Background: an optimization exercise with open tools, aiming at small area and few clock cycles. Do not read the settings as production practice.
At most, simulation tests tie the RTL to the original design; equivalence was not proved.
Power is estimated from default activity; no workload was simulated.

Design krnl_vadd_rtl, start of the top module:
module krnl_vadd_rtl #( 
  parameter integer  C_S_AXI_CONTROL_DATA_WIDTH = 32,
  parameter integer  C_S_AXI_CONTROL_ADDR_WIDTH = 6,
  parameter integer  C_M_AXI_GMEM_ID_WIDTH = 1,
  parameter integer  C_M_AXI_GMEM_ADDR_WIDTH = 64,
  parameter integer  C_M_AXI_GMEM_DATA_WIDTH = 32
)
(
  input  wire  ap_clk,
  input  wire  ap_rst_n,
  output wire                                 m_axi_gmem_AWVALID,
  input  wire                                 m_axi_gmem_AWREADY,
  output wire [C_M_AXI_GMEM_ADDR_WIDTH-1:0]   m_axi_gmem_AWADDR,
  output wire [C_M_AXI_GMEM_ID_WIDTH - 1:0]   m_axi_gmem_AWID,
  output wire [7:0]                           m_axi_gmem_AWLEN,
  output wire [2:0]                           m_axi_gmem_AWSIZE,
  output wire [1:0]                           m_axi_gmem_AWBURST,
  output wire [1:0]                           m_axi_gmem_AWLOCK,
  output wire [3:0]                           m_axi_gmem_AWCACHE,
  output wire [2:0]                           m_axi_gmem_AWPROT,
  output wire [3:0]                           m_axi_gmem_AWQOS,
  output wire [3:0]                           m_axi_gmem_AWREGION,
  output wire                                 m_axi_gmem_WVALID,
  input  wire                                 m_axi_gmem_WREADY,
  output wire [C_M_AXI_GMEM_DATA_WIDTH-1:0]   m_axi_gmem_WDATA,
  output wire [C_M_AXI_GMEM_DATA_WIDTH/8-1:0] m_axi_gmem_WSTRB,
  output wire                                 m_axi_gmem_WLAST,
  output wire                                 m_axi_gmem_ARVALID,
  input  wire                                 m_axi_gmem_ARREADY,
  output wire [C_M_AXI_GMEM_ADDR_WIDTH-1:0]   m_axi_gmem_ARADDR,
  output wire [C_M_AXI_GMEM_ID_WIDTH-1:0]     m_axi_gmem_ARID,
  output wire [7:0]                           m_axi_gmem_ARLEN,
  ...
Size in the first run: roughly 400 flip-flops.
clock: 8.0 ns
lec_check: 0
cap_margin: 20
core_margin: 2
core_utilization: 40
place_density: 0.6
slew_margin: 20
standard.sh (not shown) runs the stock make flow with config.mk's settings and CLKGATE_MAP_FILE= SYNTH_SCRIPT=/design/flow/synth_recipe.tcl, a recipe that flattens the netlist after the stock synthesis.
==> flow/flow/run.sh <==
#!/bin/bash
# Standard layout, with the smallest buffer on every input and output port
# instead of the default port buffer cell.
set -euo pipefail
export BUFFER_PORTS_ARGS="-buffer_cell sky130_fd_sc_hd__buf_1"
bash standard.sh BUFFER_PORTS_ARGS="$BUFFER_PORTS_ARGS" finish > standard_flow.log 2>&1
The baseline completed with no timing, DRC or antenna violations.
Next try:
- CORE_UTILIZATION: 40 -> 60
- CTS_BUF_LIST: not set -> sky130_fd_sc_hd__clkbuf_2 sky130_fd_sc_hd__clkbuf_4
- CTS_CLUSTER_SIZE: not set -> 30
- PLACE_DENSITY: 0.6 -> 0.75
=>
- die area went down by 33%
- utilization went up by 22 points
- setup slack gains 0.081 ns
- power went down by about 4.4%
- count of clock-buffer cells in the layout went up by 77
- final area went down by 1.5%
- synthesized cell count is unchanged
- wire length went down by 7.1%
- first-iteration DRC count went up by about 24%
- hold slack gains 0.014 ns
No functional check of the RTL was part of any run of this note.

Setup of old:
krnl_vadd_rtl again, from the RTL that the note above started with.
export LEC_CHECK = 0
export CAP_MARGIN = 20
export CORE_MARGIN = 2
export CORE_UTILIZATION = 60
export CTS_BUF_LIST = sky130_fd_sc_hd__clkbuf_16
export CTS_CLUSTER_DIAMETER = 60
export CTS_CLUSTER_SIZE = 30
export PLACE_DENSITY = 0.75
export SLEW_MARGIN = 20
create_clock -name core_clock -period 8.0 [get_ports {ap_clk}]
Scripts as last shown in full above: flow/flow/run.sh
### old -> new
- PLACE_DENSITY now 0.6, was 0.75
- CTS_BUF_LIST now sky130_fd_sc_hd__clkbuf_4 sky130_fd_sc_hd__clkbuf_8, was sky130_fd_sc_hd__clkbuf_16
- CTS_CLUSTER_SIZE now 20, was 30
- CORE_UTILIZATION now 40, was 60
- CTS_CLUSTER_DIAMETER no longer set, was 60
## What came out
Result for old and new: all clean
In new, the number of fillers in the final layout came out 2280 above the value in old.
As of new, maximum achievable frequency had fallen slightly compared to old.
Diff old -> new | flop-to-flop setup slack | decrease of 0.40 ns
Comparing old and new, the higher total stage count of the critical path was measured on new.
Delta (new minus old): combinational group share of total power lost 0.5 points; async set or reset register ratio after synthesis neither gained nor lost much; initial core utilization lost 20 points.
Compared with old, in new non-filler instance count after layout moved up; summed area of non-filler cells in the final layout moved up.
The core of new is less densely filled than that of old.
No run of this note included a check of the RTL's function; only the layout flow was run.

krnl_vadd_rtl, a different RTL version from the one above (not shown whole).
For scale: ~1500 cells after synthesis, ~370 I/O pins.
==> flow/design.v (excerpt) <==
module krnl_vadd_rtl #( 
  parameter integer  C_S_AXI_CONTROL_DATA_WIDTH = 32,
  parameter integer  C_S_AXI_CONTROL_ADDR_WIDTH = 6,
  parameter integer  C_M_AXI_GMEM_ID_WIDTH = 1,
  parameter integer  C_M_AXI_GMEM_ADDR_WIDTH = 64,
  parameter integer  C_M_AXI_GMEM_DATA_WIDTH = 32
)
(
  input  wire  ap_clk,
  input  wire  ap_rst_n,
  output wire                                 m_axi_gmem_AWVALID,
  input  wire                                 m_axi_gmem_AWREADY,
  output wire [C_M_AXI_GMEM_ADDR_WIDTH-1:0]   m_axi_gmem_AWADDR,
  output wire [C_M_AXI_GMEM_ID_WIDTH - 1:0]   m_axi_gmem_AWID,
  output wire [7:0]                           m_axi_gmem_AWLEN,
  output wire [2:0]                           m_axi_gmem_AWSIZE,
  output wire [1:0]                           m_axi_gmem_AWBURST,
  output wire [1:0]                           m_axi_gmem_AWLOCK,
  ...
==> flow/config.mk <==
export PLATFORM = sky130hd
export DESIGN_NAME = krnl_vadd_rtl
export DESIGN_NICKNAME = krnl_vadd_rtl
export VERILOG_FILES = /design/flow/design.v
export SDC_FILE = /design/flow/constraint.sdc
export NUM_CORES = 4
export LEC_CHECK = 0
export CAP_MARGIN = 0
export CORE_MARGIN = 2
export CORE_UTILIZATION = 60
export CTS_BUF_LIST = sky130_fd_sc_hd__clkbuf_16
export CTS_CLUSTER_DIAMETER = 100
export CTS_CLUSTER_SIZE = 28
export PLACE_DENSITY = 0.75
export SLEW_MARGIN = 0
==> flow/constraint.sdc <==
create_clock -name core_clock -period 8.0 [get_ports {ap_clk}]
set_input_delay 1.6000 -clock core_clock [delete_from_list [all_inputs] [get_ports {ap_clk}]]
set_output_delay 1.6000 -clock core_clock [all_outputs]
set_load 0.01 [all_outputs]
==> flow/flow/run.sh <==
#!/bin/bash
# Standard layout, with the smallest buffer on every input and output port
# instead of the default port buffer cell, and one tie cell per constant
# value instead of one per constant output.
set -euo pipefail
export BUFFER_PORTS_ARGS="-buffer_cell sky130_fd_sc_hd__buf_1"
export SKIP_REPAIR_TIE_FANOUT=1
bash standard.sh BUFFER_PORTS_ARGS="$BUFFER_PORTS_ARGS" SKIP_REPAIR_TIE_FANOUT=1 finish > standard_flow.log 2>&1
Testbench counts at the start, summed over its fixed seeds: cycles 57,712.
Then changed:
CAP_MARGIN = 20   (was 0)
CTS_CLUSTER_SIZE = 30   (was 28)
SLEW_MARGIN = 20   (was 0)
Synthesized area does not change.
Wire length came out lower slightly.
Maximum frequency came out higher slightly.
Worst setup slack improved by 30 ps.
Utilization stays flat.
Sequential share of layout area barely changes.
Non-clock buffer count stays the same.

separate check: timing with driven ports:
No port has a modelled driver above. Below, the same layouts with a new extraction and two added sets of constraints. Step 1 sets driving cells, clkbuf_16 on the clock port and buf_2 on the other inputs (assumed; they add their load-dependent delay and slew). Step 2 adds t to the input delays and takes it off the output delays; t is the mean of the earliest and latest rising clock arrival at the registers after step 1. Input paths then give back, and output paths get back, about the clock's delay inside the block. Slacks: ideal ports / drivers / drivers and shift; pairs: ideal ports / drivers.
run | t (ns) | setup slack, ns | worst setup path after step 2 | worst register clock-pin slew, ns | worst data-port slew with drivers (ns)
the first run of note 1 | 0.651 | 0.305 / 0.242 / 0.892 | register to output | 0.06 / 0.06 | 0.09
the second run of note 1 | 0.829 | 0.386 / 0.335 / 1.163 | register to output | 0.08 / 0.08 | 0.09
old | 0.583 | 0.506 / 0.447 / 1.030 | register to output | 0.08 / 0.08 | 0.09
new | 0.709 | 0.376 / 0.312 / 1.021 | register to output | 0.07 / 0.07 | 0.09
the first run of note 3 | 0.569 | 0.364 / 0.315 / 0.884 | register to output | 0.12 / 0.12 | 0.08
the second run of note 3 | 0.587 | 0.394 / 0.343 / 0.929 | register to output | 0.12 / 0.12 | 0.08
After both steps setup and hold are still met in every run listed.
